This design comes from an exercise in tuning for a short achievable clock period and few clock cycles on the open sky130 flow, not from production work. Only simulation tests tie the RTL to the original design; equivalence was not proved. No activity file was given, so power comes from the tool's default toggle rates.

==> flow/design.v <==
module rv_dff #(
    parameter   BW_DATA     = 32,
    parameter   INIT_VAL    = 0
)(  
    input                       i_dff_clk,
    input                       i_dff_rstn,
    input                       i_dff_en,
    input       [BW_DATA-1:0]   i_dff_d,
    output reg  [BW_DATA-1:0]   o_dff_q
);
    always @(posedge i_dff_clk) begin
        if (!i_dff_rstn) begin
            o_dff_q <= INIT_VAL;
        end else if (i_dff_en) begin
            o_dff_q <= i_dff_d;
        end
    end
endmodule
module rv_adder #(  
    parameter   BW_DATA = 32
)(  
    input   [BW_DATA-1:0]   i_adder_data1,
    input   [BW_DATA-1:0]   i_adder_data2,
    output  [BW_DATA-1:0]   o_adder_data
);
    assign o_adder_data = i_adder_data1 + i_adder_data2;
endmodule
module rv_alu ( 
    input       [32-1:0]     i_alu_a,
    input       [32-1:0]     i_alu_b,
    input       [3:0]           i_alu_ctrl,
    output reg  [32-1:0]     o_alu_res
);
    always @(*) begin
        case (i_alu_ctrl)
            4'd4   : o_alu_res = i_alu_a & i_alu_b;
            4'd3    : o_alu_res = i_alu_a | i_alu_b;
            4'd0   : o_alu_res = i_alu_a + i_alu_b;
            4'd1   : o_alu_res = i_alu_a - i_alu_b;
            4'd2   : o_alu_res = i_alu_a ^ i_alu_b;
            4'd9  : o_alu_res = i_alu_a < i_alu_b ? 32'd1 : 32'd0;
            4'd5   : o_alu_res = i_alu_a << i_alu_b[4:0];
            4'd7   : o_alu_res = $signed(i_alu_a) >>> $signed(i_alu_b[4:0]);
            4'd6   : o_alu_res = i_alu_a >>> (i_alu_b[4:0]);
            4'd8   : o_alu_res = $signed(i_alu_a) < $signed(i_alu_b) ? 32'd1 : 32'd0;
            default             : o_alu_res = 32'bx;
        endcase
    end
endmodule
module rv_immext (  
    input       [31:7]      i_immext_instr_31to7,
    input       [2:0]       i_immext_ctrl,
    output reg  [32-1:0] o_immext_ext_imm
);
    always @(*) begin 
        case (i_immext_ctrl)
            3'd4  : o_immext_ext_imm = {{20{i_immext_instr_31to7[31]}}, i_immext_instr_31to7[31:20]};
            3'd1  : o_immext_ext_imm = {{20{i_immext_instr_31to7[31]}}, i_immext_instr_31to7[31:25], i_immext_instr_31to7[11:7]};
            3'd2  : o_immext_ext_imm = {{20{i_immext_instr_31to7[31]}}, i_immext_instr_31to7[7], i_immext_instr_31to7[30:25], i_immext_instr_31to7[11:8], 1'b0};
            3'd3  : o_immext_ext_imm = {{12{i_immext_instr_31to7[31]}}, i_immext_instr_31to7[19:12], i_immext_instr_31to7[20], i_immext_instr_31to7[30:21], 1'b0};
            default         : o_immext_ext_imm = {i_immext_instr_31to7[31:12], 12'b0};   
        endcase
    end
endmodule
module rv_regfile ( 
    input                   i_rf_clk,
    input                   i_rf_rstn,
    input   [4:0]           i_rf_ra1,
    input   [4:0]           i_rf_ra2,
    input   [32-1:0]     i_rf_wd,
    input   [4:0]           i_rf_wa,
    input                   i_rf_we,
    output  [32-1:0]     o_rf_rd1,
    output  [32-1:0]     o_rf_rd2
);
    reg [32-1:0] reg_arr [0:31];
    integer i;
    always @(posedge i_rf_clk) begin
        if (!i_rf_rstn) begin
            for (i=0; i<32; i=i+1) begin
                reg_arr[i] <= 32'd0;
            end
        end else if (i_rf_we) begin
            if (i_rf_wa != 5'd0) begin
                reg_arr[i_rf_wa] <= i_rf_wd;
            end
        end
    end
    assign o_rf_rd1 = reg_arr[i_rf_ra1];
    assign o_rf_rd2 = reg_arr[i_rf_ra2];
endmodule
module rv_if_stage (    
    input                       i_if_clk,
    input                       i_if_rstn,
    input                       i_if_flush,      
    input                       i_if_stall,      
    input       [32-1:0]     i_if_imem_rd,
    output      [32-1:0]     o_if_imem_ra,
    input       [32-1:0]     i_if_target_addr,
    output reg  [32-1:0]     o_if_id_pc,
    output reg  [31:0]          o_if_id_instr
);
    wire    [31:0]          instr_if;
    wire    [32-1:0]     pc_if;
    wire    [32-1:0]     pc_next;
    wire    [32-1:0]     pc_plus_4_if;
    assign  o_if_imem_ra    = pc_if;
    assign  instr_if        = i_if_imem_rd;
    assign  pc_next         = i_if_flush ? i_if_target_addr : pc_plus_4_if;
    rv_dff #(
        .BW_DATA                (32                      ),
        .INIT_VAL               (0                   )
    ) u_pc(
        .i_dff_clk              (i_if_clk                   ),
        .i_dff_rstn             (i_if_rstn                  ),
        .i_dff_en               (!i_if_stall                ),
        .i_dff_d                (pc_next                    ),
        .o_dff_q                (pc_if                      )
    );
    rv_adder #(
        .BW_DATA                (32                      )
    ) u_rv_adder_pc_plus_4_id(
        .i_adder_data1          (pc_if                      ),
        .i_adder_data2          (32'd4                      ),
        .o_adder_data           (pc_plus_4_if               )
    );
    always @(posedge i_if_clk) begin
        if (!i_if_rstn) begin
            o_if_id_instr   <= 'd0;
            o_if_id_pc      <= 'd0;
        end else begin
            if (i_if_flush) begin
                o_if_id_instr   <= 'd0;
                o_if_id_pc      <= 'd0;
            end else if (!i_if_stall) begin
                o_if_id_instr   <= instr_if;
                o_if_id_pc      <= pc_if;
            end
        end
    end
endmodule
module rv_ctrl(
    input       [6:0]   i_ctrl_opcode,
    input       [2:0]   i_ctrl_func3,
    input               i_ctrl_func7_5,
    output reg  [2:0]   o_ctrl_immext_ctrl,
    output              o_ctrl_is_branch,
    output              o_ctrl_is_jump,
    output              o_ctrl_is_load,
    output reg  [3:0]   o_ctrl_alu_ctrl,
    output              o_ctrl_alu_a_sel,
    output              o_ctrl_alu_b_sel,
    output              o_ctrl_dmem_we,
    output reg  [2:0]   o_ctrl_dmem_bytectrl,
    output              o_ctrl_rf_we,
    output reg  [1:0]   o_ctrl_rf_wd_pre_sel
);
    reg     illegal_instr;
    always @(*) begin
        case (i_ctrl_opcode)
            7'b0100011,
            7'b1100011,
            7'b0110111,
            7'b0010111,
            7'b1101111,
            7'b0000011,
            7'b1100111,
            7'b0110011,
            7'b0010011,
            7'b1110011     : illegal_instr = 1'b0;
            default             : illegal_instr = 1'b1;
        endcase
    end
    assign o_ctrl_is_branch = (i_ctrl_opcode == 7'b1100011);
    assign o_ctrl_is_jump   = (i_ctrl_opcode == 7'b1101111) || (i_ctrl_opcode == 7'b1100111);
    assign o_ctrl_is_load   = (i_ctrl_opcode == 7'b0000011);
    assign o_ctrl_alu_a_sel = (i_ctrl_opcode == 7'b0010111) || (i_ctrl_opcode == 7'b1101111) || (i_ctrl_opcode == 7'b1100011);    
    assign o_ctrl_alu_b_sel = (i_ctrl_opcode == 7'b0110011);                                                                                  
    assign o_ctrl_dmem_we   = !illegal_instr ? (i_ctrl_opcode[6:4] == 3'b010)   : 1'b0;      
    assign o_ctrl_rf_we     = !illegal_instr ? (i_ctrl_opcode[5:2] != 4'b1000)  : 1'b0;      
    always @(*) begin
        case (i_ctrl_opcode)
            7'b1100111,
            7'b1101111       : o_ctrl_rf_wd_pre_sel = 2'd2;       
            7'b0110111   : o_ctrl_rf_wd_pre_sel = 2'd1;         
            default             : o_ctrl_rf_wd_pre_sel = 2'd0;         
        endcase
    end
    always @(*) begin
        case (i_ctrl_opcode)
            7'b0110111,
            7'b0010111 : o_ctrl_immext_ctrl = 3'd0;   
            7'b0100011       : o_ctrl_immext_ctrl = 3'd1;   
            7'b1100011       : o_ctrl_immext_ctrl = 3'd2;   
            7'b1101111       : o_ctrl_immext_ctrl = 3'd3;   
            default             : o_ctrl_immext_ctrl = 3'd4;   
        endcase
    end
    always @(*) begin
        case (i_ctrl_func3)
            3'h0    : o_ctrl_dmem_bytectrl = 3'd1;
            3'h1    : o_ctrl_dmem_bytectrl = 3'd3;
            3'h2    : o_ctrl_dmem_bytectrl = 3'd0;
            3'h4    : o_ctrl_dmem_bytectrl = 3'd2;
            default : o_ctrl_dmem_bytectrl = 3'd4;
        endcase
    end
    always @(*) begin
        case (i_ctrl_opcode)
            7'b0110011,
            7'b0010011 : begin
                case (i_ctrl_func3)
                     3'h0       : o_ctrl_alu_ctrl = i_ctrl_opcode[5]&&i_ctrl_func7_5 ? 4'd1 : 4'd0;
                     3'h1       : o_ctrl_alu_ctrl = 4'd5;
                     3'h2       : o_ctrl_alu_ctrl = 4'd8;
                     3'h3       : o_ctrl_alu_ctrl = 4'd9;
                     3'h4       : o_ctrl_alu_ctrl = 4'd2;
                     3'h5       : o_ctrl_alu_ctrl = i_ctrl_func7_5 ? 4'd7 : 4'd6;
                     3'h6       : o_ctrl_alu_ctrl = 4'd3;
                     3'h7       : o_ctrl_alu_ctrl = 4'd4;
                endcase
            end
            default : o_ctrl_alu_ctrl = 4'd0;
        endcase
    end
    reg [8*128-1:0] DEBUG_INSTR_ID;
    always @(*) begin
        case (i_ctrl_opcode)
            7'b0110011   : begin
                case (i_ctrl_func3)
                    3'h0    : DEBUG_INSTR_ID = i_ctrl_func7_5 ? "SUB" : "ADD";
                    3'h4    : DEBUG_INSTR_ID = i_ctrl_func7_5 ? "UNDEFINED" : "XOR";
                    3'h6    : DEBUG_INSTR_ID = i_ctrl_func7_5 ? "UNDEFINED" : "OR";
                    3'h7    : DEBUG_INSTR_ID = i_ctrl_func7_5 ? "UNDEFINED" : "AND";
                    3'h1    : DEBUG_INSTR_ID = i_ctrl_func7_5 ? "UNDEFINED" : "SLL";
                    3'h5    : DEBUG_INSTR_ID = i_ctrl_func7_5 ? "SRA" : "SRL";
                    3'h2    : DEBUG_INSTR_ID = i_ctrl_func7_5 ? "UNDEFINED" : "SLT";
                    3'h3    : DEBUG_INSTR_ID = i_ctrl_func7_5 ? "UNDEFINED" : "SLTU";
                endcase
            end
            7'b0010011 : begin
                case (i_ctrl_func3)
                    3'h0    : DEBUG_INSTR_ID = "ADDI";
                    3'h4    : DEBUG_INSTR_ID = "XORI";
                    3'h6    : DEBUG_INSTR_ID = "ORI";
                    3'h7    : DEBUG_INSTR_ID = "ANDI";
                    3'h1    : DEBUG_INSTR_ID = i_ctrl_func7_5 ? "UNDEFINED" : "SLLI";
                    3'h5    : DEBUG_INSTR_ID = i_ctrl_func7_5 ? "SRAI" : "SRLI";
                    3'h2    : DEBUG_INSTR_ID = i_ctrl_func7_5 ? "UNDEFINED" : "SLTI";
                    default : DEBUG_INSTR_ID = i_ctrl_func7_5 ? "UNDEFINED" : "SLTIU";
                endcase
            end
            7'b0000011 : begin
                case (i_ctrl_func3)
                    3'h0    : DEBUG_INSTR_ID = "LB";
                    3'h1    : DEBUG_INSTR_ID = "LH";
                    3'h2    : DEBUG_INSTR_ID = "LW";
                    3'h4    : DEBUG_INSTR_ID = "LBU";
                    3'h5    : DEBUG_INSTR_ID = "LHU";
                    default : DEBUG_INSTR_ID = "UNDEFINED";
                endcase
            end
            7'b1100111 : DEBUG_INSTR_ID = i_ctrl_func3==3'h0 ? "JALR" : "UNDEFINED";
            7'b0100011 : begin
                case (i_ctrl_func3)
                    3'h0    : DEBUG_INSTR_ID = "SB";
                    3'h1    : DEBUG_INSTR_ID = "SH";
                    3'h2    : DEBUG_INSTR_ID = "SW";
                    default : DEBUG_INSTR_ID = "UNDEFINED";
                endcase
            end
            7'b1100011 : begin
                case (i_ctrl_func3)
                    3'h0    : DEBUG_INSTR_ID = "BEQ";
                    3'h1    : DEBUG_INSTR_ID = "BNE";
                    3'h4    : DEBUG_INSTR_ID = "BLT";
                    3'h5    : DEBUG_INSTR_ID = "BGE";
                    3'h6    : DEBUG_INSTR_ID = "BLTU";
                    3'h7    : DEBUG_INSTR_ID = "BGEU";
                    default : DEBUG_INSTR_ID = "UNDEFINED";
                endcase
            end
            7'b1101111       : DEBUG_INSTR_ID = "JAL";
            7'b0110111   : DEBUG_INSTR_ID = "LUI";
            7'b0010111 : DEBUG_INSTR_ID = "AUIPC";
            7'b1110011     : DEBUG_INSTR_ID = i_ctrl_func3==3'h0 ? "E" : "UNDEFINED";
            default             : DEBUG_INSTR_ID = "UNDEFINED";
        endcase
    end
endmodule 
module rv_id_stage (    
    input                       i_id_clk,
    input                       i_id_rstn,
    input                       i_id_flush,      
    input                       i_id_stall,      
    input       [32-1:0]     i_id_pc,
    input       [31:0]          i_id_instr,
    input       [32-1:0]     i_id_rf_rd1,
    input       [32-1:0]     i_id_rf_rd2,
    output      [4:0]           o_id_rf_ra1,
    output      [4:0]           o_id_rf_ra2,
    output reg  [32-1:0]     o_id_ex_pc,
    output reg  [2:0]           o_id_ex_func3,
    output reg  [32-1:0]     o_id_ex_ext_imm,
    output reg                  o_id_ex_is_branch,
    output reg                  o_id_ex_is_jump,
    output reg                  o_id_ex_is_load,
    output reg  [3:0]           o_id_ex_alu_ctrl,
    output reg                  o_id_ex_alu_a_sel,
    output reg                  o_id_ex_alu_b_sel,
    output reg                  o_id_ex_dmem_we,
    output reg  [2:0]           o_id_ex_dmem_bytectrl,
    output reg                  o_id_ex_rf_we,
    output reg  [4:0]           o_id_ex_rf_wa,
    output reg  [32-1:0]     o_id_ex_rf_rd1,
    output reg  [32-1:0]     o_id_ex_rf_rd2,
    output reg  [1:0]           o_id_ex_rf_wd_pre_sel,
    input       [32-1:0]     i_id_rf_rd_fwd_wb,
    input                       i_id_rf_rd1_sel,
    input                       i_id_rf_rd2_sel,
    input       [32-1:0]     i_id_ex_rf_rd1_hold,     
    input       [32-1:0]     i_id_ex_rf_rd2_hold,
    output reg  [4:0]           o_id_ex_rf_ra1,          
    output reg  [4:0]           o_id_ex_rf_ra2           
);
    wire                is_branch_id;
    wire                is_jump_id;
    wire                is_load_id;
    wire [2:0]          immext_ctrl;
    wire [32-1:0]    ext_imm_id;
    wire [3:0]          alu_ctrl_id;
    wire                alu_a_sel_id;
    wire                alu_b_sel_id;
    wire                dmem_we_id;
    wire [2:0]          dmem_bytectrl_id;
    wire                rf_we_id;
    wire [4:0]          rf_wa_id;
    wire [1:0]          rf_wd_pre_sel_id;
    wire [32-1:0]    rf_rd_muxed_id [1:2];
    assign rf_wa_id             = i_id_instr[11:7];
    assign o_id_rf_ra1          = i_id_instr[19:15];
    assign o_id_rf_ra2          = i_id_instr[24:20];
    assign rf_rd_muxed_id[1]    = i_id_rf_rd1_sel ? i_id_rf_rd_fwd_wb : i_id_rf_rd1;
    assign rf_rd_muxed_id[2]    = i_id_rf_rd2_sel ? i_id_rf_rd_fwd_wb : i_id_rf_rd2;
    rv_ctrl 
    u_rv_ctrl(
        .i_ctrl_opcode              (i_id_instr[6:0]                        ),
        .i_ctrl_func3               (i_id_instr[14:12]                      ),
        .i_ctrl_func7_5             (i_id_instr[30]                         ),
        .o_ctrl_immext_ctrl         (immext_ctrl                            ),
        .o_ctrl_is_branch           (is_branch_id                           ),
        .o_ctrl_is_jump             (is_jump_id                             ),
        .o_ctrl_is_load             (is_load_id                             ),
        .o_ctrl_alu_ctrl            (alu_ctrl_id                            ),
        .o_ctrl_alu_a_sel           (alu_a_sel_id                           ),
        .o_ctrl_alu_b_sel           (alu_b_sel_id                           ),
        .o_ctrl_dmem_we             (dmem_we_id                             ),
        .o_ctrl_dmem_bytectrl       (dmem_bytectrl_id                       ),
        .o_ctrl_rf_we               (rf_we_id                               ),
        .o_ctrl_rf_wd_pre_sel       (rf_wd_pre_sel_id                       )
    );
    rv_immext 
    u_rv_immext(
        .i_immext_instr_31to7       (i_id_instr[31:7]                       ),
        .i_immext_ctrl              (immext_ctrl                            ),
        .o_immext_ext_imm           (ext_imm_id                             )
    );
    always @(posedge i_id_clk) begin
        if (!i_id_rstn) begin
            o_id_ex_pc              <= 'd0; 
            o_id_ex_func3           <= 'd0;
            o_id_ex_ext_imm         <= 'd0;
            o_id_ex_is_branch       <= 'd0;
            o_id_ex_is_jump         <= 'd0;
            o_id_ex_is_load         <= 'd0;
            o_id_ex_alu_ctrl        <= 'd0;
            o_id_ex_alu_a_sel       <= 'd0;
            o_id_ex_alu_b_sel       <= 'd0;
            o_id_ex_dmem_we         <= 'd0;
            o_id_ex_dmem_bytectrl   <= 'd0;
            o_id_ex_rf_we           <= 'd0;
            o_id_ex_rf_wa           <= 'd0;
            o_id_ex_rf_rd1          <= 'd0;
            o_id_ex_rf_rd2          <= 'd0;
            o_id_ex_rf_wd_pre_sel   <= 'd0;
            o_id_ex_rf_ra1          <= 'd0;
            o_id_ex_rf_ra2          <= 'd0;
        end else begin
            if (i_id_flush) begin
                o_id_ex_pc              <= 'd0;
                o_id_ex_func3           <= 'd0;
                o_id_ex_ext_imm         <= 'd0;
                o_id_ex_is_branch       <= 'd0;
                o_id_ex_is_jump         <= 'd0;
                o_id_ex_is_load         <= 'd0;
                o_id_ex_alu_ctrl        <= 'd0;
                o_id_ex_alu_a_sel       <= 'd0;
                o_id_ex_alu_b_sel       <= 'd0;
                o_id_ex_dmem_we         <= 'd0;
                o_id_ex_dmem_bytectrl   <= 'd0;
                o_id_ex_rf_we           <= 'd0;
                o_id_ex_rf_wa           <= 'd0;
                o_id_ex_rf_rd1          <= 'd0;
                o_id_ex_rf_rd2          <= 'd0;
                o_id_ex_rf_wd_pre_sel   <= 'd0;
                o_id_ex_rf_ra1          <= 'd0;
                o_id_ex_rf_ra2          <= 'd0;
            end else if (i_id_stall) begin
                o_id_ex_rf_rd1          <= i_id_ex_rf_rd1_hold;
                o_id_ex_rf_rd2          <= i_id_ex_rf_rd2_hold;
            end else begin
                o_id_ex_pc              <= i_id_pc;
                o_id_ex_func3           <= i_id_instr[14:12];
                o_id_ex_ext_imm         <= ext_imm_id;
                o_id_ex_is_branch       <= is_branch_id;
                o_id_ex_is_jump         <= is_jump_id;
                o_id_ex_is_load         <= is_load_id;
                o_id_ex_alu_ctrl        <= alu_ctrl_id;
                o_id_ex_alu_a_sel       <= alu_a_sel_id;
                o_id_ex_alu_b_sel       <= alu_b_sel_id;
                o_id_ex_dmem_we         <= dmem_we_id;
                o_id_ex_dmem_bytectrl   <= dmem_bytectrl_id;
                o_id_ex_rf_wa           <= rf_wa_id;
                o_id_ex_rf_we           <= rf_we_id;
                o_id_ex_rf_rd1          <= rf_rd_muxed_id[1];
                o_id_ex_rf_rd2          <= rf_rd_muxed_id[2];
                o_id_ex_rf_wd_pre_sel   <= rf_wd_pre_sel_id;
                o_id_ex_rf_ra1          <= o_id_rf_ra1;
                o_id_ex_rf_ra2          <= o_id_rf_ra2;
            end
        end
    end
endmodule
module rv_branch_comp ( 
    input   [32-1:0]     i_brcomp_a,
    input   [32-1:0]     i_brcomp_b,
    input   [2:0]           i_brcomp_func3_ex,
    input                   i_brcomp_is_branch_ex,
    input                   i_brcomp_is_jump_ex,
    output                  o_brcomp_flush_ifid 
);
    reg     take_branch;
    wire    brcomp_eq   = i_brcomp_a == i_brcomp_b;
    wire    brcomp_lt   = $signed(i_brcomp_a) < $signed(i_brcomp_b);
    wire    brcomp_ltu  = i_brcomp_a < i_brcomp_b;
    assign  o_brcomp_flush_ifid = take_branch&&i_brcomp_is_branch_ex || i_brcomp_is_jump_ex;
    always @(*) begin
        case (i_brcomp_func3_ex)
            3'h0  : take_branch = brcomp_eq;
            3'h1  : take_branch = !brcomp_eq;
            3'h4  : take_branch = brcomp_lt;
            3'h5  : take_branch = !brcomp_lt;
            3'h6 : take_branch = brcomp_ltu;
            default     : take_branch = !brcomp_ltu;  
        endcase
    end
endmodule
module rv_ex_stage (    
    input                       i_ex_clk,
    input                       i_ex_rstn,
    input                       i_ex_stall,      
    output                      o_ex_flush_ifid,
    input       [32-1:0]     i_ex_pc,
    input       [2:0]           i_ex_func3,
    input       [32-1:0]     i_ex_ext_imm,
    input                       i_ex_is_branch,
    input                       i_ex_is_jump,
    input                       i_ex_is_load,
    input       [3:0]           i_ex_alu_ctrl,
    input                       i_ex_alu_a_sel,
    input                       i_ex_alu_b_sel,
    input                       i_ex_dmem_we,
    input       [2:0]           i_ex_dmem_bytectrl,
    input       [32-1:0]     i_ex_rf_rd1,
    input       [32-1:0]     i_ex_rf_rd2,
    input       [4:0]           i_ex_rf_wa,
    input                       i_ex_rf_we,
    input       [1:0]           i_ex_rf_wd_pre_sel,
    output reg  [32-1:0]     o_ex_if_target_addr,
    output reg                  o_ex_mem_is_load,
    output reg  [32-1:0]     o_ex_mem_alu_res,
    output reg  [32-1:0]     o_ex_mem_ext_imm,
    output reg  [32-1:0]     o_ex_mem_pc_plus_4,
    output reg                  o_ex_mem_dmem_we,
    output reg  [32-1:0]     o_ex_mem_dmem_wd,
    output reg  [2:0]           o_ex_mem_dmem_bytectrl,
    output reg                  o_ex_mem_rf_we,
    output reg  [4:0]           o_ex_mem_rf_wa,
    output reg  [1:0]           o_ex_mem_rf_wd_pre_sel,
    input       [32-1:0]     i_ex_rf_rd_fwd_mem,
    input       [32-1:0]     i_ex_rf_rd_fwd_wb,
    input       [1:0]           i_ex_rf_rd1_sel,
    input       [1:0]           i_ex_rf_rd2_sel,
    output      [32-1:0]     o_ex_rf_rd1_fwd,         
    output      [32-1:0]     o_ex_rf_rd2_fwd          
);
    wire    [32-1:0]     pc_plus_4_ex;
    wire                    flush_ifid_ex;
    assign o_ex_flush_ifid      = flush_ifid_ex && !i_ex_stall;
    reg     [32-1:0]     rf_rd_muxed_ex [1:2];
    reg     [32-1:0]     alu_a;
    reg     [32-1:0]     alu_b;
    wire    [32-1:0]     alu_res_ex;
    assign o_ex_if_target_addr  = alu_res_ex;
    always @(*) begin
        case (i_ex_rf_rd1_sel)
            2'b01   : rf_rd_muxed_ex[1] = i_ex_rf_rd_fwd_mem;
            2'b10   : rf_rd_muxed_ex[1] = i_ex_rf_rd_fwd_wb;
            default : rf_rd_muxed_ex[1] = i_ex_rf_rd1;
        endcase
    end
    always @(*) begin
        case (i_ex_rf_rd2_sel)
            2'b01   : rf_rd_muxed_ex[2] = i_ex_rf_rd_fwd_mem;
            2'b10   : rf_rd_muxed_ex[2] = i_ex_rf_rd_fwd_wb;
            default : rf_rd_muxed_ex[2] = i_ex_rf_rd2;
        endcase
    end
    assign o_ex_rf_rd1_fwd = rf_rd_muxed_ex[1];
    assign o_ex_rf_rd2_fwd = rf_rd_muxed_ex[2];
    assign alu_a = i_ex_alu_a_sel ? i_ex_pc             : rf_rd_muxed_ex[1];
    assign alu_b = i_ex_alu_b_sel ? rf_rd_muxed_ex[2]   : i_ex_ext_imm;
    rv_alu 
    u_rv_alu(
        .i_alu_a                (alu_a                  ),
        .i_alu_b                (alu_b                  ),
        .i_alu_ctrl             (i_ex_alu_ctrl          ),
        .o_alu_res              (alu_res_ex             )
    );
    rv_branch_comp
    u_rv_branch_comp(
        .i_brcomp_a             (rf_rd_muxed_ex[1]      ),
        .i_brcomp_b             (rf_rd_muxed_ex[2]      ),
        .i_brcomp_func3_ex      (i_ex_func3             ),
        .i_brcomp_is_branch_ex  (i_ex_is_branch         ),
        .i_brcomp_is_jump_ex    (i_ex_is_jump           ),
        .o_brcomp_flush_ifid    (flush_ifid_ex          )
    );
    rv_adder #(
        .BW_DATA                (32                  )
    ) u_rv_adder_pc_plus_4_ex(
        .i_adder_data1          (i_ex_pc                ),
        .i_adder_data2          (32'd4                  ),
        .o_adder_data           (pc_plus_4_ex           )
    );
    always @(posedge i_ex_clk) begin
        if (!i_ex_rstn) begin
            o_ex_mem_dmem_we        <= 'd0;
            o_ex_mem_rf_we          <= 'd0;
            o_ex_mem_is_load        <= 'd0;
            o_ex_mem_alu_res        <= 'd0;
            o_ex_mem_pc_plus_4      <= 'd0;
            o_ex_mem_ext_imm        <= 'd0;
            o_ex_mem_dmem_wd        <= 'd0;
            o_ex_mem_dmem_bytectrl  <= 'd0;
            o_ex_mem_rf_wa          <= 'd0;
            o_ex_mem_rf_wd_pre_sel  <= 'd0;
        end else begin
            o_ex_mem_dmem_we        <= i_ex_dmem_we && !i_ex_stall;
            o_ex_mem_rf_we          <= i_ex_rf_we   && !i_ex_stall;
            o_ex_mem_is_load        <= i_ex_is_load && !i_ex_stall;
            o_ex_mem_alu_res        <= alu_res_ex;
            o_ex_mem_pc_plus_4      <= pc_plus_4_ex;
            o_ex_mem_ext_imm        <= i_ex_ext_imm;
            o_ex_mem_dmem_wd        <= rf_rd_muxed_ex[2];
            o_ex_mem_dmem_bytectrl  <= i_ex_dmem_bytectrl;
            o_ex_mem_rf_wa          <= i_ex_rf_wa;
            o_ex_mem_rf_wd_pre_sel  <= i_ex_rf_wd_pre_sel;
        end
    end
endmodule
module rv_mem_stage (   
    input                       i_mem_clk,
    input                       i_mem_rstn,
    input                       i_mem_is_load,
    input       [32-1:0]     i_mem_alu_res,
    input       [32-1:0]     i_mem_ext_imm,
    input       [32-1:0]     i_mem_pc_plus_4,
    input                       i_mem_dmem_we,
    input       [32-1:0]     i_mem_dmem_wd,
    input       [2:0]           i_mem_dmem_bytectrl,
    input                       i_mem_rf_we,
    input       [4:0]           i_mem_rf_wa,
    input       [1:0]           i_mem_rf_wd_pre_sel,
    output reg                  o_mem_wb_is_load,
    output reg  [32-1:0]     o_mem_wb_dmem_rd,
    output reg                  o_mem_wb_rf_we,
    output reg  [4:0]           o_mem_wb_rf_wa,
    output reg  [32-1:0]     o_mem_wb_rf_wd_pre,
    input       [32-1:0]     i_mem_dmem_rd,
    output      [32-1:0]     o_mem_dmem_a,
    output                      o_mem_dmem_we,
    output      [32-1:0]     o_mem_dmem_wd,
    output      [2:0]           o_mem_dmem_bytectrl,
    output reg  [32-1:0]     o_mem_rf_rd_fwd          
);
    assign o_mem_dmem_a         = i_mem_alu_res;
    assign o_mem_dmem_we        = i_mem_dmem_we;
    assign o_mem_dmem_wd        = i_mem_dmem_wd;
    assign o_mem_dmem_bytectrl  = i_mem_dmem_bytectrl;
    always @(*) begin
        case (i_mem_rf_wd_pre_sel)
            2'd1      : o_mem_rf_rd_fwd = i_mem_ext_imm;
            2'd2    : o_mem_rf_rd_fwd = i_mem_pc_plus_4;
            default                 : o_mem_rf_rd_fwd = i_mem_alu_res;
        endcase
    end
    always @(posedge i_mem_clk) begin
        if (!i_mem_rstn) begin
            o_mem_wb_rf_we      <= 'd0;
            o_mem_wb_is_load    <= 'd0;
            o_mem_wb_dmem_rd    <= 'd0;
            o_mem_wb_rf_wa      <= 'd0;
            o_mem_wb_rf_wd_pre  <= 'd0;
        end else begin
            o_mem_wb_rf_we      <= i_mem_rf_we;
            o_mem_wb_is_load    <= i_mem_is_load;
            o_mem_wb_dmem_rd    <= i_mem_dmem_rd;
            o_mem_wb_rf_wa      <= i_mem_rf_wa;
            o_mem_wb_rf_wd_pre  <= o_mem_rf_rd_fwd;
        end
    end
endmodule
module rv_wb_stage (    
    input                   i_wb_is_load,
    input   [32-1:0]     i_wb_dmem_rd,
    input                   i_wb_rf_we,
    input   [4:0]           i_wb_rf_wa,
    input   [32-1:0]     i_wb_rf_wd_pre,
    output                  o_wb_rf_we,
    output  [4:0]           o_wb_rf_wa,
    output  [32-1:0]     o_wb_rf_wd,
    output  [32-1:0]     o_wb_rf_rd_fwd   
);
    assign o_wb_rf_we       = i_wb_rf_we;
    assign o_wb_rf_wa       = i_wb_rf_wa;
    assign o_wb_rf_wd       = i_wb_is_load ? i_wb_dmem_rd : i_wb_rf_wd_pre;
    assign o_wb_rf_rd_fwd   = o_wb_rf_wd;
endmodule
module rv_hazard_unit(
    input               i_haz_is_load_mem,
    input               i_haz_is_load_wb,
    input       [4:0]   i_haz_rf_ra1_id,
    input       [4:0]   i_haz_rf_ra2_id,
    input       [4:0]   i_haz_rf_ra1_ex,
    input       [4:0]   i_haz_rf_ra2_ex,
    input       [4:0]   i_haz_rf_wa_mem,
    input       [4:0]   i_haz_rf_wa_wb,
    input               i_haz_rf_we_mem,
    input               i_haz_rf_we_wb,
    output reg  [1:0]   o_haz_rf_rd1_sel_ex,     
    output reg  [1:0]   o_haz_rf_rd2_sel_ex,     
    output              o_haz_rf_rd1_sel_id,     
    output              o_haz_rf_rd2_sel_id,     
    output              o_haz_stall_ifid         
);
    wire    [1:0]   raw_hazard [1:2];            
    assign o_haz_stall_ifid = i_haz_is_load_mem && (raw_hazard[1][0] || raw_hazard[2][0]);
    assign raw_hazard[1][0] = (i_haz_rf_ra1_ex == i_haz_rf_wa_mem)  &&  i_haz_rf_we_mem && (i_haz_rf_wa_mem != 5'b0);
    assign raw_hazard[1][1] = (i_haz_rf_ra1_ex == i_haz_rf_wa_wb)   &&  i_haz_rf_we_wb  && (i_haz_rf_wa_wb != 5'b0);
    assign raw_hazard[2][0] = (i_haz_rf_ra2_ex == i_haz_rf_wa_mem)  &&  i_haz_rf_we_mem && (i_haz_rf_wa_mem != 5'b0);
    assign raw_hazard[2][1] = (i_haz_rf_ra2_ex == i_haz_rf_wa_wb)   &&  i_haz_rf_we_wb  && (i_haz_rf_wa_wb != 5'b0);
    assign o_haz_rf_rd1_sel_id = (i_haz_rf_ra1_id==i_haz_rf_wa_wb) && i_haz_rf_we_wb && (i_haz_rf_wa_wb != 5'b0);
    assign o_haz_rf_rd2_sel_id = (i_haz_rf_ra2_id==i_haz_rf_wa_wb) && i_haz_rf_we_wb && (i_haz_rf_wa_wb != 5'b0);
    always @(*) begin
        case (raw_hazard[1])
            2'b00 : o_haz_rf_rd1_sel_ex = 2'd0;
            2'b01 : o_haz_rf_rd1_sel_ex = 2'd1;
            2'b10 : o_haz_rf_rd1_sel_ex = 2'd2;
            2'b11 : o_haz_rf_rd1_sel_ex = 2'd1;
        endcase
    end
    always @(*) begin
        case (raw_hazard[2])
            2'b00 : o_haz_rf_rd2_sel_ex = 2'd0;
            2'b01 : o_haz_rf_rd2_sel_ex = 2'd1;
            2'b10 : o_haz_rf_rd2_sel_ex = 2'd2;
            2'b11 : o_haz_rf_rd2_sel_ex = 2'd1;
        endcase
    end
endmodule
module rv_core (
    input                   i_core_clk,
    input                   i_core_rstn,
    input   [31:0]          i_core_imem_rd,
    output  [32-1:0]     o_core_imem_ra,
    input   [32-1:0]     i_core_dmem_rd,
    output  [32-1:0]     o_core_dmem_a,
    output  [32-1:0]     o_core_dmem_wd,
    output                  o_core_dmem_we,
    output  [2:0]           o_core_dmem_bytectrl
);
    wire                    flush_ifid;
    wire                    stall_ifid;
    wire    [32-1:0]     target_addr;
    wire    [32-1:0]     rf_rd_fwd_mem;
    wire    [32-1:0]     rf_rd_fwd_wb;
    wire                    rf_rd1_sel_id;
    wire                    rf_rd2_sel_id;
    wire    [1:0]           rf_rd1_sel_ex;
    wire    [1:0]           rf_rd2_sel_ex;
    wire                    rf_we_core;
    wire    [4:0]           rf_wa_core;
    wire    [32-1:0]     rf_wd_core;
    wire    [4:0]           rf_ra1_core;
    wire    [4:0]           rf_ra2_core;
    wire    [32-1:0]     rf_rd1_core;
    wire    [32-1:0]     rf_rd2_core;
    wire    [32-1:0]     pc_id;
    wire    [31:0]          instr_id;
    wire    [32-1:0]     pc_ex;
    wire    [2:0]           func3_ex;
    wire    [32-1:0]     ext_imm_ex;
    wire                    is_branch_ex;
    wire                    is_jump_ex;
    wire                    is_load_ex;
    wire    [3:0]           alu_ctrl_ex;
    wire                    alu_a_sel_ex;
    wire                    alu_b_sel_ex;
    wire                    dmem_we_ex;
    wire    [32-1:0]     dmem_wd_ex;
    wire    [2:0]           dmem_bytectrl_ex;
    wire                    rf_we_ex;
    wire    [4:0]           rf_wa_ex;
    wire    [32-1:0]     rf_rd1_ex;
    wire    [32-1:0]     rf_rd2_ex;
    wire    [1:0]           rf_wd_pre_sel_ex;
    wire    [32-1:0]     rf_rd1_fwd_ex;
    wire    [32-1:0]     rf_rd2_fwd_ex;
    wire    [4:0]           rf_ra1_ex;
    wire    [4:0]           rf_ra2_ex;
    wire                    is_load_mem;
    wire    [32-1:0]     alu_res_mem;
    wire    [32-1:0]     pc_plus_4_mem;
    wire    [32-1:0]     ext_imm_mem;
    wire                    dmem_we_mem;
    wire    [32-1:0]     dmem_wd_mem;
    wire    [2:0]           dmem_bytectrl_mem;
    wire    [1:0]           rf_wd_pre_sel_mem;
    wire                    rf_we_mem;
    wire    [4:0]           rf_wa_mem;
    wire                    is_load_wb;
    wire    [32-1:0]     dmem_rd_wb;
    wire                    rf_we_wb;
    wire    [4:0]           rf_wa_wb;
    wire    [32-1:0]     rf_wd_pre_wb;
    rv_regfile
    u_rv_regfle(
        .i_rf_clk               (i_core_clk             ),
        .i_rf_rstn              (i_core_rstn            ),
        .i_rf_ra1               (rf_ra1_core            ),
        .i_rf_ra2               (rf_ra2_core            ),
        .i_rf_wd                (rf_wd_core             ),
        .i_rf_wa                (rf_wa_core             ),
        .i_rf_we                (rf_we_core             ),
        .o_rf_rd1               (rf_rd1_core            ),
        .o_rf_rd2               (rf_rd2_core            )
    );
    rv_if_stage 
    u_rv_if_stage(
        .i_if_clk               (i_core_clk             ),
        .i_if_rstn              (i_core_rstn            ),
        .i_if_flush             (flush_ifid             ),   
        .i_if_stall             (stall_ifid             ),   
        .i_if_imem_rd           (i_core_imem_rd         ),
        .o_if_imem_ra           (o_core_imem_ra         ),
        .i_if_target_addr       (target_addr            ),
        .o_if_id_pc             (pc_id                  ),
        .o_if_id_instr          (instr_id               )
    );
    rv_id_stage 
    u_rv_id_stage(
        .i_id_clk               (i_core_clk             ),
        .i_id_rstn              (i_core_rstn            ),
        .i_id_flush             (flush_ifid             ),   
        .i_id_stall             (stall_ifid             ),   
        .i_id_rf_rd1            (rf_rd1_core            ),
        .i_id_rf_rd2            (rf_rd2_core            ),
        .o_id_rf_ra1            (rf_ra1_core            ),
        .o_id_rf_ra2            (rf_ra2_core            ),
        .i_id_pc                (pc_id                  ),
        .i_id_instr             (instr_id               ),
        .o_id_ex_pc             (pc_ex                  ),
        .o_id_ex_func3          (func3_ex               ),
        .o_id_ex_ext_imm        (ext_imm_ex             ),
        .o_id_ex_is_branch      (is_branch_ex           ),
        .o_id_ex_is_jump        (is_jump_ex             ),
        .o_id_ex_is_load        (is_load_ex             ),
        .o_id_ex_alu_ctrl       (alu_ctrl_ex            ),
        .o_id_ex_alu_a_sel      (alu_a_sel_ex           ),
        .o_id_ex_alu_b_sel      (alu_b_sel_ex           ),
        .o_id_ex_dmem_we        (dmem_we_ex             ),
        .o_id_ex_dmem_bytectrl  (dmem_bytectrl_ex       ),
        .o_id_ex_rf_we          (rf_we_ex               ),
        .o_id_ex_rf_wa          (rf_wa_ex               ),
        .o_id_ex_rf_rd1         (rf_rd1_ex              ),
        .o_id_ex_rf_rd2         (rf_rd2_ex              ),
        .o_id_ex_rf_wd_pre_sel  (rf_wd_pre_sel_ex       ),
        .i_id_rf_rd_fwd_wb      (rf_rd_fwd_wb           ),   
        .i_id_rf_rd1_sel        (rf_rd1_sel_id          ),   
        .i_id_rf_rd2_sel        (rf_rd2_sel_id          ),   
        .i_id_ex_rf_rd1_hold    (rf_rd1_fwd_ex          ),   
        .i_id_ex_rf_rd2_hold    (rf_rd2_fwd_ex          ),   
        .o_id_ex_rf_ra1         (rf_ra1_ex              ),   
        .o_id_ex_rf_ra2         (rf_ra2_ex              )    
    );
    rv_ex_stage 
    u_rv_ex_stage(
        .i_ex_clk               (i_core_clk             ),
        .i_ex_rstn              (i_core_rstn            ),
        .i_ex_stall             (stall_ifid             ),   
        .o_ex_flush_ifid        (flush_ifid             ),
        .i_ex_pc                (pc_ex                  ),
        .i_ex_func3             (func3_ex               ),
        .i_ex_ext_imm           (ext_imm_ex             ),
        .i_ex_is_branch         (is_branch_ex           ),
        .i_ex_is_jump           (is_jump_ex             ),
        .i_ex_is_load           (is_load_ex             ),
        .i_ex_alu_ctrl          (alu_ctrl_ex            ),
        .i_ex_alu_a_sel         (alu_a_sel_ex           ),
        .i_ex_alu_b_sel         (alu_b_sel_ex           ),
        .i_ex_dmem_we           (dmem_we_ex             ),
        .i_ex_dmem_bytectrl     (dmem_bytectrl_ex       ),
        .i_ex_rf_we             (rf_we_ex               ),
        .i_ex_rf_wa             (rf_wa_ex               ),
        .i_ex_rf_rd1            (rf_rd1_ex              ),
        .i_ex_rf_rd2            (rf_rd2_ex              ),
        .i_ex_rf_wd_pre_sel     (rf_wd_pre_sel_ex       ),
        .o_ex_if_target_addr    (target_addr            ),
        .o_ex_mem_is_load       (is_load_mem            ),
        .o_ex_mem_alu_res       (alu_res_mem            ),
        .o_ex_mem_ext_imm       (ext_imm_mem            ),
        .o_ex_mem_pc_plus_4     (pc_plus_4_mem          ),
        .o_ex_mem_dmem_we       (dmem_we_mem            ),
        .o_ex_mem_dmem_wd       (dmem_wd_mem            ),
        .o_ex_mem_dmem_bytectrl (dmem_bytectrl_mem      ),
        .o_ex_mem_rf_wa         (rf_wa_mem              ),
        .o_ex_mem_rf_we         (rf_we_mem              ),
        .o_ex_mem_rf_wd_pre_sel (rf_wd_pre_sel_mem      ),
        .i_ex_rf_rd_fwd_mem     (rf_rd_fwd_mem          ),   
        .i_ex_rf_rd_fwd_wb      (rf_rd_fwd_wb           ),   
        .i_ex_rf_rd1_sel        (rf_rd1_sel_ex          ),   
        .i_ex_rf_rd2_sel        (rf_rd2_sel_ex          ),   
        .o_ex_rf_rd1_fwd        (rf_rd1_fwd_ex          ),   
        .o_ex_rf_rd2_fwd        (rf_rd2_fwd_ex          )    
    );
    rv_mem_stage 
    u_rv_mem_stage(
        .i_mem_clk              (i_core_clk             ),
        .i_mem_rstn             (i_core_rstn            ),
        .i_mem_dmem_rd          (i_core_dmem_rd         ),
        .o_mem_dmem_a           (o_core_dmem_a          ),
        .o_mem_dmem_we          (o_core_dmem_we         ),
        .o_mem_dmem_wd          (o_core_dmem_wd         ),
        .o_mem_dmem_bytectrl    (o_core_dmem_bytectrl   ),
        .i_mem_is_load          (is_load_mem            ),
        .i_mem_alu_res          (alu_res_mem            ),
        .i_mem_pc_plus_4        (pc_plus_4_mem          ),
        .i_mem_ext_imm          (ext_imm_mem            ),
        .i_mem_dmem_we          (dmem_we_mem            ),
        .i_mem_dmem_wd          (dmem_wd_mem            ),
        .i_mem_dmem_bytectrl    (dmem_bytectrl_mem      ),
        .i_mem_rf_we            (rf_we_mem              ),
        .i_mem_rf_wa            (rf_wa_mem              ),
        .i_mem_rf_wd_pre_sel    (rf_wd_pre_sel_mem      ),
        .o_mem_wb_is_load       (is_load_wb             ),
        .o_mem_wb_dmem_rd       (dmem_rd_wb             ),
        .o_mem_wb_rf_we         (rf_we_wb               ),
        .o_mem_wb_rf_wa         (rf_wa_wb               ),
        .o_mem_wb_rf_wd_pre     (rf_wd_pre_wb           ),
        .o_mem_rf_rd_fwd        (rf_rd_fwd_mem          )    
    );
    rv_wb_stage 
    u_rv_wb_stage(
        .o_wb_rf_wa             (rf_wa_core             ),
        .o_wb_rf_we             (rf_we_core             ),
        .o_wb_rf_wd             (rf_wd_core             ),
        .i_wb_is_load           (is_load_wb             ),
        .i_wb_dmem_rd           (dmem_rd_wb             ),
        .i_wb_rf_wa             (rf_wa_wb               ),
        .i_wb_rf_we             (rf_we_wb               ),
        .i_wb_rf_wd_pre         (rf_wd_pre_wb           ),
        .o_wb_rf_rd_fwd         (rf_rd_fwd_wb           )    
    );
    rv_hazard_unit 
    u_rv_hazard_unit(
        .i_haz_is_load_mem      (is_load_mem            ),
        .i_haz_is_load_wb       (is_load_wb             ),
        .i_haz_rf_ra1_id        (rf_ra1_core            ),
        .i_haz_rf_ra2_id        (rf_ra2_core            ),
        .i_haz_rf_ra1_ex        (rf_ra1_ex              ),
        .i_haz_rf_ra2_ex        (rf_ra2_ex              ),
        .i_haz_rf_we_mem        (rf_we_mem              ),
        .i_haz_rf_wa_mem        (rf_wa_mem              ),
        .i_haz_rf_we_wb         (rf_we_wb               ),
        .i_haz_rf_wa_wb         (rf_wa_wb               ),
        .o_haz_rf_rd1_sel_ex    (rf_rd1_sel_ex          ),   
        .o_haz_rf_rd2_sel_ex    (rf_rd2_sel_ex          ),   
        .o_haz_rf_rd1_sel_id    (rf_rd1_sel_id          ),   
        .o_haz_rf_rd2_sel_id    (rf_rd2_sel_id          ),   
        .o_haz_stall_ifid       (stall_ifid             )    
    );
endmodule
==> flow/run.sh <==
#!/bin/bash
# synth_recipe.tcl (not shown) runs the flow's synth.tcl, then flattens the netlist and writes it again
# the make line also repeats each setting of config.mk as NAME=value (left out here)
make -C /OpenROAD-flow-scripts/flow DESIGN_CONFIG=/design/flow/config.mk WORK_HOME=/design/flow/orfs CLKGATE_MAP_FILE= SYNTH_SCRIPT=/design/flow/synth_recipe.tcl finish
==> flow/config.mk <==
export PLATFORM = sky130hd
export DESIGN_NAME = rv_core
export DESIGN_NICKNAME = rv_core
export VERILOG_FILES = /design/flow/design.v
export SDC_FILE = /design/flow/constraint.sdc
export NUM_CORES = 4
export LEC_CHECK = 0
export CAP_MARGIN = 20
export CORE_MARGIN = 2
export CORE_UTILIZATION = 45
export PLACE_DENSITY = 0.6
export SLEW_MARGIN = 20
==> flow/constraint.sdc <==
create_clock -name core_clock -period 8.0 [get_ports {i_core_clk}]
set_input_delay 1.6000 -clock core_clock [delete_from_list [all_inputs] [get_ports {i_core_clk}]]
set_output_delay 1.6000 -clock core_clock [all_outputs]
set_load 0.01 [all_outputs]
==> run summary <==
Place
The placed instances occupy a cell area of around 0.087 sq mm. The HPWL after detailed placement is ~220000 um. The count of buffers added on input and output ports is 165.

At the end of routability-driven placement, the weighted congestion stood at about 1.0. In this run, placement finished with an instance count of between 9000 and 10000.

Finish
The top cell types in the final layout, fill and taps aside, are 1534 x nor2_1, 1024 x edfxtp_1, 640 x mux4_2, 468 x dfxtp_1, 461 x nand2_1. The net count of the finished layout is between 7000 and 8000. Relative to the synthesized area, the layout overhead comes to 12.5%.

The largest register by flop count is u_rv_regfle.reg_arr. Summing all multi-input logic gate instances after layout gives just under 0.04 sq mm. The register with the most flip-flops in the layout has 1024 of them. The sequential cells in the finished layout cover a total of just over 0.04 sq mm. The share of cells above drive strength 1 is between 10% and 20%. Leaving out filler cells and counting taps, the final layout contains 9676.

The library cell used most frequently in the layout, excluding fill and tap cells, is nor2_1. The number of inserted filler cells in the final layout is between 15000 and 20000. Summing all non-filler instances in the final layout gives an area of around 0.092 sq mm.

Min path
The path with the worst hold slack has its endpoint at u_rv_id_stage.o_id_ex_rf_wa[3]$_SDFFE_PP0N_. The path class of the lowest-slack min-delay path is reg -> reg. The number of cells traversed by the worst hold path is 2.

The startpoint identified for the worst hold timing path is u_rv_id_stage.o_id_ex_rf_wa[3]$_SDFFE_PP0N_.

Floorplanning
The die covers approximately 0.19 sq mm. The standard cell core area is 0.181 sq mm. The number of top-level design ports is between 150 and 200. The die extent in y is 431 um. The floorplan has 156 rows.

Measured along the x axis, the die boundary spans about 430 um. The initial standard-cell utilization of the core is between 40% and 50%.

Timing
Setup repair after global routing left no endpoint under its margin. The tightest slew margin relative to the limit is 19.9%. The routed design could run at a clock period as short as approximately 7.5 ns. The highest achievable clock rate is about 130 MHz. The number of max-slew violations in the final report is 0.

The setup TNS is 0 ns. The clock skew is roughly 0.065 ns. The number of endpoints with negative hold slack in the final report is 0.

Setup violations remaining at the end of the flow were counted as 0. The transition at the pin with the smallest max-transition slack is roughly 1.2 ns. The worst slack on hold paths is 0.449 ns. Dividing the final minimum period by the clock period gives 93.5%.

Clocking
Clock tree synthesis found a total of 1504 sinks. The clock passes through at most 3 buffers. The CTS tree is yes.

After clock tree synthesis, the clock-pin slew on the worst setup and hold paths is ~0.06 ns. In this run the clock root is driven by a clkbuf_16. The post-cts repair resize count is 0. The H-tree level count is 4. The number of buffers inserted for hold repair after clock tree synthesis is 0. The CTS buffer count is roughly 160. The post-CTS repair timing setup buffer count is 0.

For the worst-skew pair, the clock arrives at the later sink with an insertion delay of 0.84 ns.

Critical path
The worst setup path is of the reg -> reg kind. The critical path endpoint category is a flip-flop. The critical path goes through nor2_1 -> a211o_1 -> nor2_4 -> nor2_1 -> a211oi_1 -> a21oi_1 -> a21oi_1 -> inv_1 -> ha_1 -> or4_1 -> o211ai_1 -> o211ai_1 -> a311oi_1 -> o21bai_1 -> a2111oi_0 -> nor2_1 -> xor2_1 -> nor2_1 -> o32ai_1 -> a21oi_1. The arrival time reported for the critical path endpoint is approximately 8 ns. The critical path required time is roughly 8.7 ns. The number of buffer and inverter stages on the critical path is 1. The number of cell instances on the worst register-to-register path is 20. The kind of cell with the highest combined delay on the critical path is compound AO/OA/AOI/OAI gates.

The largest individual stage delay along the critical path comes from the cell nor2_4. Among the stages of the critical path, the cell type that occurs most often is nor2_1. The startpoint of the most critical register-to-register path is u_rv_mem_stage.o_mem_wb_rf_wa[0]$_SDFF_PN0_. The worst-path maximum fanout is between 40 and 50. For flop-to-flop paths, the worst setup slack is 0.52 ns.

The worst register-to-register path ends at u_rv_if_stage.u_pc.o_dff_q[28]$_SDFFE_PN0N_. The critical path startpoint category is a flip-flop. The largest incremental delay on the critical path is between 0.8 and 0.9 ns.

Drt
The first routing iteration left a little over 10000 violations. Before antenna repair, the detailed router went through 6 iterations. Once detail routing completed, the nets flagged for antenna violations numbered 0. After detailed routing, the average wire length per cell comes to roughly 34 um.

Detailed routing inserted a total of around 65000 vias. For this run, design rule violations remaining after detail routing come to 0. The via density per instance is around 6.7. The routed design has about 330000 um of wire.

GRT
The first global-routing pass estimated 461000 um of wire. The total overflow left after global routing is 0. The combined global-route utilization of all metal layers is 34.8%. Entering global routing, the biggest net connects 109 pins. The number of global-route vias before repair is between 60000 and 70000.

The number of antenna violations at the first check in global routing was 13.

Power and ir drop
The total power density per cell area is roughly 210 mW/mm^2. The static power due to leakage is between 30 and 40 nW. The worst IR drop on VDD is 0.174 mV.

Yosys
The number of synthesized flops with an enable pin is between 1000 and 1500. The simple-gate share of the synthesized area is 13.3%. The cell taking the most area after synthesis is edfxtp_1. The multiplexer area fraction after synthesis is a little over a fifth. The Yosys step of the flow raised 19 warnings.

Summing the areas of all compound-gate instances in the mapped netlist gives under 10% of the synthesized area. The synthesized netlist devotes 2.20% of its cell area to adder and majority cells. In this run, synthesis produced a sequential element count of about 1500.

The area share of xor/xnor cells in the synthesized design is less than 1%. After synthesis, the largest family of logic cells by area is multiplexers. The portion of the post-synthesis area used by sequential elements is just under 50%. The combined area of all synthesized cells is between 0.08 and 0.09 sq mm. The count of different cell masters after synthesis is between 100 and 150.

The gate count after technology mapping is between 7000 and 8000. A synthesized cell averages around 11 sq um. The fraction of synthesized cell area taken by the top area cell type is between 30 and 40%.

The post-synthesis async set-or-reset flop share is 0%. The leading register cell type out of synthesis is edfxtp_1. By area the synthesized netlist is led by edfxtp_1 38%, mux4_2 18%, dfxtp_1 12%.

Run status
The run finished with no timing, DRC or antenna violations.

Flow run
The number of max-cap violations is 0.
-- area by class of cell --
| class | instances | area share [%] |
|---|---|---|
| clock buffer | 208 | 4.75 |
| multi-input combinational | 4969 | 42.7 |
| inverter | 113 | 0.465 |
| timing repair buffer | 419 | 4.15 |
| antenna | 6 | 0.0163 |
| tap | 2370 | 3.21 |
| clock inverter | 87 | 0.902 |
| sequential | 1504 | 43.8 |
-- synth_stat cells (22+ instances only) --
| cell | n |
|---|---|
| nor2_1 | 1536 |
| edfxtp_1 | 1024 |
| mux4_2 | 640 |
| nand2_1 | 524 |
| clkbuf_1 | 515 |
| dfxtp_1 | 480 |
| a21oi_1 | 461 |
| o21ai_0 | 238 |
| mux2i_1 | 159 |
| ha_1 | 141 |
| and2_1 | 125 |
| inv_1 | 106 |
| nor3_1 | 103 |
| nand3_1 | 100 |
| buf_1 | 87 |
| mux2_2 | 80 |
| a211oi_1 | 67 |
| and3_1 | 59 |
| buf_2 | 48 |
| xor2_1 | 45 |
| a22oi_1 | 41 |
| o211ai_1 | 40 |
| xnor2_1 | 39 |
| nand4_1 | 31 |
| a31oi_1 | 30 |
| o22ai_1 | 27 |
| nor2b_1 | 24 |
| a21o_1 | 22 |
| o21ai_1 | 22 |
-- how the worst max path moves through the flow --
stage | to | depth (start not counted) | start | slack (ns)
after floorplan | u_rv_if_stage.u_pc.o_dff_q[29]$_SDFFE_PN0N_ | 27 | u_rv_ex_stage.o_ex_mem_rf_wd_pre_sel[0]$_SDFF_PN0_ | 2.26
after global placement | u_rv_if_stage.u_pc.o_dff_q[28]$_SDFFE_PN0N_ | 21 | u_rv_ex_stage.o_ex_mem_rf_wd_pre_sel[0]$_SDFF_PN0_ | 0.81
after detailed placement | u_rv_if_stage.u_pc.o_dff_q[28]$_SDFFE_PN0N_ | 20 | u_rv_mem_stage.o_mem_wb_rf_wa[4]$_SDFF_PN0_ | 0.86
final | u_rv_if_stage.u_pc.o_dff_q[28]$_SDFFE_PN0N_ | 20 | u_rv_mem_stage.o_mem_wb_rf_wa[0]$_SDFF_PN0_ | 0.52
after global routing | u_rv_if_stage.u_pc.o_dff_q[28]$_SDFFE_PN0N_ | 20 | u_rv_mem_stage.o_mem_wb_rf_wa[3]$_SDFF_PN0_ | 0.13
after CTS | u_rv_if_stage.u_pc.o_dff_q[28]$_SDFFE_PN0N_ | 20 | u_rv_mem_stage.o_mem_wb_rf_wa[0]$_SDFF_PN0_ | 0.81
-- metrics by stage --
stage               setup WS [ns]  util [%]  power [mW]
floorplan                    2.26         -        10.6
finish                      0.519      51.0        19.3
global route                0.130      51.0        19.8
CTS                         0.810      50.9        19.3
detailed placement          0.863      48.1        11.9
global placement            0.810      48.1        11.9
-- kinds of logic (layout without fill, tap and decap cells) --
group | Yosys count | count (layout)
flops | 1504 | 1504
buf+inv | 775 | 827
simple gates | 2598 | 2598
fa+ha+maj | 143 | 143
compound gates | 1211 | 1211
other cells | 1 | 38
xor+xnor | 84 | 84
mux | 901 | 901
-- per-layer routing --
metal | GRT usage (%) | share of wire (%) | up-vias
met3 | 6.70 | 11 | 763
met2 | 53.0 | 45 | 4489
met4 | 17.0 | 5.4 | 12
met1 | 48.0 | 38 | 32800
li1 | - | - | 26500
met5 | 0 | 0.024 | -
-- power by group --
group | switching, mW | internal, mW
Sequential | 0.246 | 8.58
Clock | 3.30 | 4.21
Combinational | 1.85 | 1.14
-- worst register-to-register path, delay by kind of cell, from the launching register on --
family,cells,cell delay (ns)
AO/OA/AOI/OAI,11,4.21
flip-flops,1,0.57
adder cells (fa/ha/maj),1,0.27
XOR/XNOR,1,0.17
AND/OR/NAND/NOR,6,1.95
buffers and inverters,1,0.17
Testbench counts, summed over its fixed seeds: cycles 56,341.

afterwards: timing with drivers on the ports:
No port has a modelled driver above. Below, the same layout with a new extraction and two added sets of constraints.
Step 1, drivers: a clkbuf_16 drives i_core_clk and a buf_2 each remaining input, both assumed.
Step 2 moves the port delays by t, midway between the first and last clock arrival at a register: inputs arrive t later, outputs are due t later. That takes back most of the time a late clock gives input paths.
a / b / c = ideal ports / drivers / drivers and shift; a / b = the first two.
shift t [ns]: 0.903
setup WS [ns]: 0.519 / 0.519 / 0.519
hold WS [ns]: 0.449 / 0.449 / 0.449
worst register clock-pin slew, ns: 0.07 / 0.07
After both steps this run still meets setup and hold. The setup slack of this run moves by 0.000 ns with the drivers and by 0.000 ns with both steps.
